This design comes from an exercise in tuning for small area on the open sky130 flow, not from production work. In this exercise RTL edits were held to simulation tests only and were not proved equivalent to the original. Power figures rest on the tool's default switching activity, not on a simulated workload.

[flow/design.v]
module top (
    input  wire clk,
    input  wire rst_n,
    output wire uart_tx
);
    localparam [12:0] TAPS = 13'b1000000010011;
    localparam [12:0] TEND = 13'b0111111111111;
    localparam [12:0] R_BIT  = 13'b0101010000111;  
    localparam [12:0] R_POLL = 13'b0011000101010;  
    localparam [12:0] R_LAST = 13'b1111011101100;  
    localparam [12:0] R_INT  = 13'b0000100000111;  
    localparam [12:0] R_RST  = 13'b0101001011101;  
    reg [12:0] tmr;
    reg [3:0]  slot;   
    reg        mode;   
    reg [4:0]  idx;    
    wire done = mode & idx[4] & idx[3] & idx[0];    
    wire slot_end = (tmr == TEND) & ~done;
    wire last_poll = idx[4] & idx[2] & idx[1];      
    wire [4:0] idx_inc = {idx[4] ^ (&idx[3:0]), idx[3] ^ (&idx[2:0]),
                          idx[2] ^ (&idx[1:0]), idx[1] ^ idx[0], ~idx[0]};
    reg [12:0] reload;
    always @(*) begin
        if (slot != 4'b1111) reload = R_BIT;
        else if (mode)       reload = R_INT;
        else if (last_poll)  reload = R_LAST;
        else                 reload = R_POLL;
    end
    always @(posedge clk or negedge rst_n) begin
        if (!rst_n) begin
            tmr  <= R_RST;
            slot <= 4'b0000;
            mode <= 1'b0;
            idx  <= 5'd0;
        end else if (slot_end) begin
            tmr <= reload;
            case (slot)
                4'b0000: slot <= 4'b0001;
                4'b0001: slot <= 4'b1000;
                4'b1111: begin
                    slot <= 4'b0000;
                    if (!mode && last_poll) begin
                        mode <= 1'b1;
                        idx  <= 5'd0;
                    end else begin
                        idx <= idx_inc;
                    end
                end
                4'b1000: slot <= 4'b1001;
                4'b1001: slot <= 4'b1010;
                4'b1010: slot <= 4'b1011;
                4'b1011: slot <= 4'b1100;
                4'b1100: slot <= 4'b1101;
                4'b1101: slot <= 4'b1110;
                4'b1110: slot <= 4'b1111;
                default: slot <= 4'b0000;
            endcase
        end else begin
            tmr <= {tmr[11:0], ^(tmr & TAPS)};
        end
    end
    reg [7:0] ch;
    always @(*) begin
        case ({mode, idx})
            6'd0, 6'd32:  ch = 8'h48;  
            6'd1, 6'd33:  ch = 8'h65;  
            6'd2, 6'd34:  ch = 8'h6c;  
            6'd3, 6'd35:  ch = 8'h6c;  
            6'd4, 6'd36:  ch = 8'h6f;  
            6'd5, 6'd37:  ch = 8'h2c;  
            6'd6, 6'd38:  ch = 8'h20;  
            6'd7, 6'd39:  ch = 8'h57;  
            6'd8, 6'd40:  ch = 8'h6f;  
            6'd9, 6'd41:  ch = 8'h72;  
            6'd10, 6'd42: ch = 8'h6c;  
            6'd11, 6'd43: ch = 8'h64;  
            6'd12, 6'd44: ch = 8'h21;  
            6'd13, 6'd45: ch = 8'h20;  
            6'd14, 6'd46: ch = 8'h28;  
            6'd15: ch = 8'h70;  
            6'd16: ch = 8'h6f;  
            6'd17: ch = 8'h6c;  
            6'd18: ch = 8'h6c;  
            6'd19: ch = 8'h69;  
            6'd20: ch = 8'h6e;  
            6'd21: ch = 8'h67;  
            6'd22: ch = 8'h29;  
            6'd47: ch = 8'h69;  
            6'd48: ch = 8'h6e;  
            6'd49: ch = 8'h74;  
            6'd50: ch = 8'h65;  
            6'd51: ch = 8'h72;  
            6'd52: ch = 8'h72;  
            6'd53: ch = 8'h75;  
            6'd54: ch = 8'h70;  
            6'd55: ch = 8'h74;  
            6'd56: ch = 8'h29;  
            default: ch = 8'h00;
        endcase
    end
    assign uart_tx = slot[3] ? ch[slot[2:0]] : ~slot[0];
endmodule
[flow/run.sh]
#!/bin/bash
# synth_recipe.tcl (not shown) runs the flow's synth.tcl, then flattens the netlist and writes it again
# the make line also repeats each setting of config.mk as NAME=value (left out here)
make -C /OpenROAD-flow-scripts/flow DESIGN_CONFIG=/design/flow/config.mk WORK_HOME=/design/flow/orfs CLKGATE_MAP_FILE= SYNTH_SCRIPT=/design/flow/synth_recipe.tcl finish
[flow/config.mk]
export PLATFORM = sky130hd
export DESIGN_NAME = top
export DESIGN_NICKNAME = top
export VERILOG_FILES = /design/flow/design.v
export SDC_FILE = /design/flow/constraint.sdc
export NUM_CORES = 4
export LEC_CHECK = 0
export CAP_MARGIN = 20
export CORE_AREA = 2.3 2.72 59.8 59.84
export CTS_BUF_LIST = sky130_fd_sc_hd__clkbuf_2 sky130_fd_sc_hd__clkbuf_4 sky130_fd_sc_hd__clkbuf_8
export DIE_AREA = 0 0 62 62
export PLACE_DENSITY = 0.9
export SLEW_MARGIN = 20
[flow/constraint.sdc]
create_clock -name core_clock -period 20.0 [get_ports {clk}]
set_input_delay 4.0000 -clock core_clock [delete_from_list [all_inputs] [get_ports {clk}]]
set_output_delay 4.0000 -clock core_clock [all_outputs]
set_load 0.01 [all_outputs]
==> impl_metrics.ini, run 1 <==
[global_route]
grt_use_total = 0.199
antenna_found_initial = 0
grt_overflow = 0
grt_start_max_net_pins = 25
grt_pass1_vias = 1225
grt_first_pass_wirelength_um = 5590

[cells_and_area]
multi_input_area_um2 = 945
seq_area_um2 = 584
final_cell_mix = dfrtp_1, o21ai_0, nor2_1
final_area_mm2 = 0.00167
antennaDiodeCount = 0
final_nets = 185
fill_cells = 302
syn_to_final_growth_pct = 3.26
drive_above_1_share = 0.122
layout_commonest_cell = dfrtp_1

[critical_path]
start_kind = flip-flop
cp.arrival_ns = 2.99
cp_top_family = compound AO/OA/AOI/OAI gates
worstSetupPathType = flip-flop to primary output
critPathBufInv = 2
end_kind = primary output
cp_slowest_cell = clkdlybuf4s50_1
crit_fanout = 10
critical_path_required_ns = 16.00
crit_chain = inv_1 -> ha_1 -> and2_1 -> o21ai_0 -> a2111oi_0 -> nor4_1 -> o32ai_1 -> clkdlybuf4s50_1
max_stage_delay_ns = 0.58

[floorplanning]
rows = 21
io_pins = 3
die_area_mm2 = 0.00384
die_w_um = 62
die_y_um = 62
coreArea_mm2 = 0.00328
start_util = 0.491

[hold_path]
hp-class = flip-flop to flip-flop

[placed_design]
dpl_cell_area_mm2 = 0.00164
dp_hpwl_um = 2410
place_congestion = 0.931
portBuffers = 2
post-place-ws_ns = 13.41

[timing]
fin_crit_ns = 6.99
max_clock_freq_mhz = 143
relSlewSlack = 0.569
final_max_slew_viol_count = 0
fin_setup_tns_ns = 0
rsz0062_at_grt = no
worstMarginPinSlew_ns = 0.647
hold_violations = 0
timing.final.ws_setup_ns = 13.01
setup_viol = 0
fin_skew_ns = 0.00247
fin_crit_sh = 0.349

[route]
first_pass_iters = 4
remaining_drc_errors = 0
drt_iter0_markers = 153
met2_length_um = 1560
dr_wl_met3_um = 127
vias = 1359
top_layer = met4
detail-route-antenna-nets = 0
drt-vias-per-instance = 6.23
drt-met1-wl_um = 1590
routed_wl_um = 3410
drt-wirelength-per-cell_um = 15.6

[clocking]
cts-hold-fix-buffers = 0
cts_root_buffer = clkbuf_4
clk_pin_slew_worst_paths_ns = 0.12
cts_sinks = 23
post_cts_buffers = 0
cts_tree = done
htreeDepth = 1
max-clock-path-buffers = 2
cts_buffers = 3
ctsResizeCount = 0
clkLatencyLatePin_ns = 0.32

[job]
maxCapViolCount = 0

[synthesis]
syn-cell-area_mm2 = 0.00161
seq_area_frac_synth = 0.362
synth_edf_count = 0
synth_nets = 187
synthCells = 175
ys_ff_latch = 23
async_reset_ff_frac = 1.00
synth.avg_cell_area_um2 = 9.22
ys_types = 53
synthFlopType = dfrtp_1
yosys_warnings = 1

[power]
p_leak_nw = 0.750
p_per_area_mw_per_mm2 = 42.5
ir_drop_mv = 0.0364

[status]
status = no timing/DRC/antenna violations
-- synthesized netlist by cell type (all sizes together), types with 3 or more instances --
cell type / number / area share
a21o: 7 / 0.033
a21oi: 4 / 0.012
a31oi: 3 / 0.012
and2: 6 / 0.023
buf: 8 / 0.029
dfrtp: 16 / 0.25
dfstp: 7 / 0.11
ha: 10 / 0.078
inv: 9 / 0.021
nand2: 12 / 0.028
nand2b: 4 / 0.016
nand3: 4 / 0.020
nand4: 4 / 0.019
nor2: 13 / 0.030
nor2b: 9 / 0.035
nor4: 4 / 0.025
o21ai: 16 / 0.050
-- flip-flops by register name, indices dropped and copies added, names as in the netlist --
register	count
tmr	13
idx	5
slot	4
mode	1
-- cells by family (layout without fill, tap and decap cells) --
kind of cell	Yosys count	count (layout)	synth area share
muxes	2	2	0.0140
AOI/OAI and AO/OA	52	52	0.230
adders and majority gates	10	10	0.0776
xor gates and xnor gates	2	2	0.0109
and+or+nand+nor	68	68	0.254
DFF	23	23	0.362
buffers and inverters	18	15	0.0520
-- routing by layer --
layer,vias to the layer above,GRT usage
met5,-,0
met4,0,0.128
met3,15,0.0186
met2,45,0.289
met1,657,0.282
li1,642,-
-- final timing paths --
check,startpoint,end,slack [ns],cells past startpoint
min,tmr[3],tmr[4],0.51,1
max,idx[0],uart_tx,13.01,8
max in group asynchronous,rst_n,tmr[9],16.01,1
max reg2reg,tmr[0],tmr[2],17.87,6
min reg2reg,tmr[3],tmr[4],0.51,1
min in group asynchronous,rst_n,slot[2],3.63,1
-- metrics by stage --
| step | hold WS (ns) | std cells | util | total power, mW |
|---|---|---|---|---|
| floorplan | 0.452 | 175 | - | 0.0474 |
| global placement | 0.467 | 214 | 0.499 | 0.0484 |
| detailed placement | 0.482 | 214 | 0.499 | 0.0485 |
| CTS | 0.514 | 218 | 0.509 | 0.0710 |
| global route | 0.533 | 218 | 0.507 | 0.0726 |
| finish | 0.514 | 218 | 0.507 | 0.0708 |
-- layout make-up --
type                       count  area share
clock buffer                   4      0.0180
inverter                       9      0.0203
multi-input combinational    134       0.567
sequential                    23       0.351
tap                           46      0.0346
timing repair buffer           2     0.00902
-- power breakdown --
part	internal [mW]	switching, mW
Clock	0.00917	0.0142
Sequential	0.0466	0
Combinational	0.0000699	0.000840
==> inputs of run 2 (changes only) <==
--- a/flow/config.mk
+++ b/flow/config.mk
@@ -9,5 +9,5 @@
 export CORE_AREA = 2.3 2.72 59.8 59.84
-export CTS_BUF_LIST = sky130_fd_sc_hd__clkbuf_2 sky130_fd_sc_hd__clkbuf_4 sky130_fd_sc_hd__clkbuf_8
+export CTS_BUF_LIST = sky130_fd_sc_hd__clkbuf_8
 export DIE_AREA = 0 0 62 62
-export PLACE_DENSITY = 0.9
+export PLACE_DENSITY = 0.6
 export SLEW_MARGIN = 20
==> impl_metrics.ini, run 2 <==
[status]
status = no timing/DRC/antenna violations

[synthesis]
synth_edf_count = 0
syn-cell-area_mm2 = 0.00161
async_reset_ff_frac = 1.00
synthTopCellsByArea = dfrtp_1, dfstp_2, ha_1
synth_area_leader_cell = dfrtp_1
ys_types = 53
yosys_warnings = 1
synth.avg_cell_area_um2 = 9.22
seq_area_frac_synth = 0.362
synth_commonest_cells = dfrtp_1, o21ai_0, nor2_1
synthFlopType = dfrtp_1
ys_ff_latch = 23
synth_top_area_frac = 0.248
synth_nets = 187
synthCells = 175
synth_most_common_cell = dfrtp_1

[route]
drt-vias-per-instance = 5.89
first_pass_iters = 4
drt_iter0_markers = 104
remaining_drc_errors = 0
top_layer = met4
detail-route-antenna-nets = 0
dr_wl_met3_um = 79
routed_wl_um = 3500
vias = 1283
met2_length_um = 1630
drt-met1-wl_um = 1710
drt-wirelength-per-cell_um = 16.0

[clocking]
max-clock-path-buffers = 2
htreeDepth = 1
post_cts_buffers = 0
cts-hold-fix-buffers = 0
cts_tree = done
clk_pin_slew_worst_paths_ns = 0.08
ctsResizeCount = 0
cts_sinks = 23
cts_root_buffer = clkbuf_8
cts_buffers = 3
clkLatencyLatePin_ns = 0.26

[hold_path]
hp-class = flip-flop to flip-flop
whs_path_depth = 1
whs_endpoint = tmr[11]
hold_start = tmr[10]

[floorplanning]
io_pins = 3
coreArea_mm2 = 0.00328
die_y_um = 62
die_w_um = 62
rows = 21
die_area_mm2 = 0.00384
start_util = 0.491

[cells_and_area]
final_cell_mix = dfrtp_1, o21ai_0, nor2_1
antennaDiodeCount = 0
layout_commonest_cell = dfrtp_1
largest_registers = tmr: 13 flops, idx: 5 flops, slot: 4 flops
syn_to_final_growth_pct = 4.27
top_register = tmr
drive_above_1_share = 0.122
finalNonFillerCells = 218
largest_reg_flops = 13
final_nets = 185
final_area_mm2 = 0.00168

[critical_path]
r2r_end = tmr[2]
rrSetupSlack_ns = 17.79
reg2reg_from = tmr[0]
worstSetupPathType = flip-flop to primary output
critical_path_required_ns = 16.00
end_kind = primary output
start_kind = flip-flop
rr_worst_depth = 6
crit_fanout = 10
cp.arrival_ns = 2.93

[placed_design]
dp_hpwl_um = 2570
dpl.cell_count = 214
portBuffers = 2
post-place-ws_ns = 13.41
dpl_cell_area_mm2 = 0.00164
place_congestion = 0.888

[power]
ir_drop_mv = 0.0566
p_leak_nw = 0.757
p_per_area_mw_per_mm2 = 44.9

[global_route]
grt_start_max_net_pins = 25
grt_overflow = 0
grt_use_total = 0.208
grt_pass1_vias = 1160
grt_first_pass_wirelength_um = 5820
antenna_found_initial = 0

[timing]
final_max_slew_viol_count = 0
fin_skew_ns = 0.00152
rsz0062_at_grt = no
fin_crit_sh = 0.346
worstMarginPinSlew_ns = 0.683
relSlewSlack = 0.545
setup_viol = 0
max_clock_freq_mhz = 144
fin_setup_tns_ns = 0
hold_violations = 0
timing.final.ws_setup_ns = 13.07
fin_crit_ns = 6.93

[job]
maxCapViolCount = 0
## run 2: cell counts after synthesis
No cell type changed its count.
## run 2: how the worst max path moves through the flow
| stage | from | to |
|---|---|---|
| after floorplan | idx[0] | uart_tx |
| after global placement | idx[0] | uart_tx |
| after detailed placement | idx[0] | uart_tx |
| after CTS | idx[0] | uart_tx |
| after global routing | idx[0] | uart_tx |
| final | idx[0] | uart_tx |
## run 2: cell type report
| type | instances | area (um2) |
|---|---|---|
| Multi-Input combinational cell | 134 | 945 |
| Timing Repair Buffer | 2 | 15.0 |
| Clock buffer | 3 | 41.3 |
| Sequential cell | 23 | 584 |
| Fill cell | 323 | 1600 |
| Tap cell | 46 | 57.6 |
| Clock inverter | 1 | 5.00 |
| Inverter | 9 | 33.8 |
## run 2: per-stage QoR
| stage | hold slack [ns] | utilization | power, mW |
|---|---|---|---|
| after floorplan | 0.452 | - | 0.0474 |
| after global placement | 0.468 | 0.499 | 0.0485 |
| after detailed placement | 0.488 | 0.499 | 0.0485 |
| after CTS | 0.504 | 0.514 | 0.0766 |
| after global routing | 0.519 | 0.512 | 0.0788 |
| final | 0.494 | 0.512 | 0.0755 |
## run 2: cell families (layout without fill, tap and decap cells)
group	count (synthesis)	after routing	synth area share
flip-flops	23	23	0.362
XOR/XNOR	2	2	0.0109
multiplexers	2	2	0.0140
buffers and inverters	18	15	0.0520
AO/OA/AOI/OAI	52	52	0.230
AND/OR/NAND/NOR	68	68	0.254
adder cells (fa/ha/maj)	10	10	0.0776
## run 2: per-layer routing
metal	vias up	GRT usage
met5	-	0
met4	0	0.0699
met3	8	0.0373
met2	25	0.308
met1	619	0.306
li1	631	-
## run 2: report_power, final
part	switching, mW	leakage, nW	internal [mW]	total [mW]
Sequential	0	0.296	0.0465	0.0465
Clock	0.0142	0.0255	0.0139	0.0280
Combinational	0.000806	0.436	0.0000700	0.000877
## run 2: worst max-delay path, stage by stage (launching register included)
cell and delay, ns:
dfrtp_1 0.50, inv_1 0.21, ha_1 0.25, and2_1 0.19, a21oi_1 0.05, o311ai_0 0.48
a221oi_1 0.15, o32ai_1 0.25, clkdlybuf4s50_1 0.58

-- re-timing with driven ports --
Ports are ideal in the flow. The routed layouts listed here were re-timed in OpenROAD. Step 1 sets driving cells, clkbuf_16 on the clock port and buf_2 on the other inputs (assumed; they add their load-dependent delay and slew). Step 2 times the ports against the registers' clock, not the clock port: input delays grow and output delays shrink by t, the midpoint of the rising clock arrivals with the driver on. Slacks: ideal / step 1 / step 2; pairs: ideal / step 1.
| run | t (ns) | slack for setup (ns) | slew at the worst register clock pin (ns) |
|---|---|---|---|
| run 1 | 0.339 | 13.012 / 12.989 / 13.328 | 0.12 / 0.12 |
| run 2 | 0.285 | 13.072 / 13.046 / 13.331 | 0.08 / 0.08 |
After both steps setup and hold are still met in every run listed.
